This is an optimization exercise on Yosys and OpenROAD, whose aim is small area, not a production implementation.
In this exercise RTL edits were held to simulation tests only and were not proved equivalent to the original.

==> ember: inputs <==
Design eeg_filter_chain, start of the top module:
module eeg_filter_chain(
    input                   clk,
    input                   rst,
    input                   en,
    input   signed [31:0]   in_signal,
    output  signed [31:0]   out_signal,
    output                  valid
    );
wire clr = rst | ~en;
logic [7:0] cnt;             
logic       vld;
wire        add_en  = (cnt >= 8'd6);
wire        sub_en  = (cnt >= 8'd135);
wire        vld_nxt = (cnt >= 8'd157);
always_ff @(posedge clk) begin
    if (clr) begin
        cnt <= 0;
        vld <= 0;
    end else begin
        if (cnt != 8'd157) cnt <= cnt + 1'b1;
        vld <= vld_nxt;
    end
end
logic [31:0] u1, u2;
logic [31:0] f0, f1, f2, f3;         
logic [126*32-1:0] win;              
logic [39:0] rsum_n;
logic [23*32-1:0] fline;             
logic [48-1:0] fcs;                 
logic fcin;
logic [31:0] outr;
wire [31:0] l127 = win[(127-4)*32 +: 32];
wire [31:0] l129 = win[(129-4)*32 +: 32];
wire [31:0] addv = add_en ? f0   : 32'd0;
wire [31:0] subv = sub_en ? l129 : 32'd0;
wire [31:0] m0 = fline[0*32 +: 32];
wire [31:0] m1 = fline[1*32 +: 32];
wire [31:0] m2 = fline[2*32 +: 32];
wire [31:0] m3 = fline[3*32 +: 32];
wire [31:0] m4 = fline[4*32 +: 32];
wire [31:0] m5 = fline[5*32 +: 32];
wire [31:0] m6 = fline[6*32 +: 32];
wire [31:0] m7 = fline[7*32 +: 32];
wire [31:0] m8 = fline[8*32 +: 32];
wire [31:0] m9 = fline[9*32 +: 32];
wire [31:0] m10 = fline[10*32 +: 32];
wire [31:0] m11 = fline[11*32 +: 32];
wire [31:0] m12 = fline[12*32 +: 32];
wire [31:0] m13 = fline[13*32 +: 32];
wire [31:0] m14 = fline[14*32 +: 32];
wire [31:0] m15 = fline[15*32 +: 32];
wire [31:0] m16 = fline[16*32 +: 32];
wire [31:0] m17 = fline[17*32 +: 32];
wire [31:0] m18 = fline[18*32 +: 32];
wire [31:0] m19 = fline[19*32 +: 32];
wire [31:0] m20 = fline[20*32 +: 32];
wire [31:0] m21 = fline[21*32 +: 32];
wire [31:0] m22 = fline[22*32 +: 32];
wire s1, c1;
eeg_fa fa1 (.a(u1[1]), .b(f2[0]), .c(f3[1]), .s(s1), .co(c1));
wire s2, c2;
  ...
clock: 18.0 ns
lec_check: 0
cap_margin: 20
core_margin: 2
core_utilization: 60
place_density: 0.7
slew_margin: 20
synth_hierarchical: 1
synth_minimum_keep_size: 0
standard.sh (not shown) runs the stock make flow with config.mk's settings and CLKGATE_MAP_FILE= SYNTH_SCRIPT=/design/flow/synth_recipe.tcl, a recipe that flattens the netlist after the stock synthesis.
==> flow/flow/run.sh <==
#!/bin/bash
# Own flow: the standard layout (standard.sh: unchanged synthesis and
# steps) with two settings passed through the environment:
#  - clock-tree synthesis without dummy loads, with clkbuf_8 buffers in
#    clusters of at most 18 flip-flops;
#  - port buffers of the smallest buffer cell.
set -euo pipefail
export CTS_ARGS="-sink_clustering_enable -repair_clock_nets -dont_use_dummy_load -buf_list sky130_fd_sc_hd__clkbuf_8 -sink_clustering_size 18 -sink_clustering_max_diameter 60"
export BUFFER_PORTS_ARGS="-buffer_cell sky130_fd_sc_hd__buf_1"
bash standard.sh > standard_make.log 2>&1
==> amber: changes against ember <==
- CORE_UTILIZATION: 60 -> 40
- PLACE_DENSITY: 0.7 -> 0.55
==> run notes <==
Between amber and ember, the lower final area is in ember (gap 1.5%, measured against ember).
ember produced a clean layout. amber finished with timing, DRC and antenna clean.
In ember the final cell count is lower than in amber, by 12%.
In amber the utilization is lower than in ember, by 21 points.
Sequential cell count is the same in amber and ember.
In amber the register-to-register slack is higher than in ember, by 0.30 ns.
In ember the non-clock buffer count is lower than in amber, by 18.
Clock-buffer cell count: ember is lower than amber (10).

-- port drivers added, routing unchanged --
Ports are ideal in the flow. The routed layouts listed here were re-timed in OpenROAD.
Step 1, drivers: a clkbuf_16 drives clk and a buf_2 each remaining input, both assumed.
Step 2 times the ports against the registers' clock, not the clock port: input delays grow and output delays shrink by t, the midpoint of the rising clock arrivals with the driver on.
Three values: no drivers, after step 1, after step 2; two values: the first two.
| run | shift t [ns] | setup WS [ns] | latest minus earliest clock arrival (ns) | worst register clock-pin slew, ns | worst data-port slew with drivers (ns) |
|---|---|---|---|---|---|
| ember | 1.089 | 2.034 / 2.034 / 2.034 | 0.210 / 0.210 | 0.11 / 0.11 | 0.05 |
| amber | 1.100 | 2.331 / 2.331 / 2.331 | 0.175 / 0.174 | 0.11 / 0.11 | 0.15 |
After both steps setup and hold are still met in every run listed.
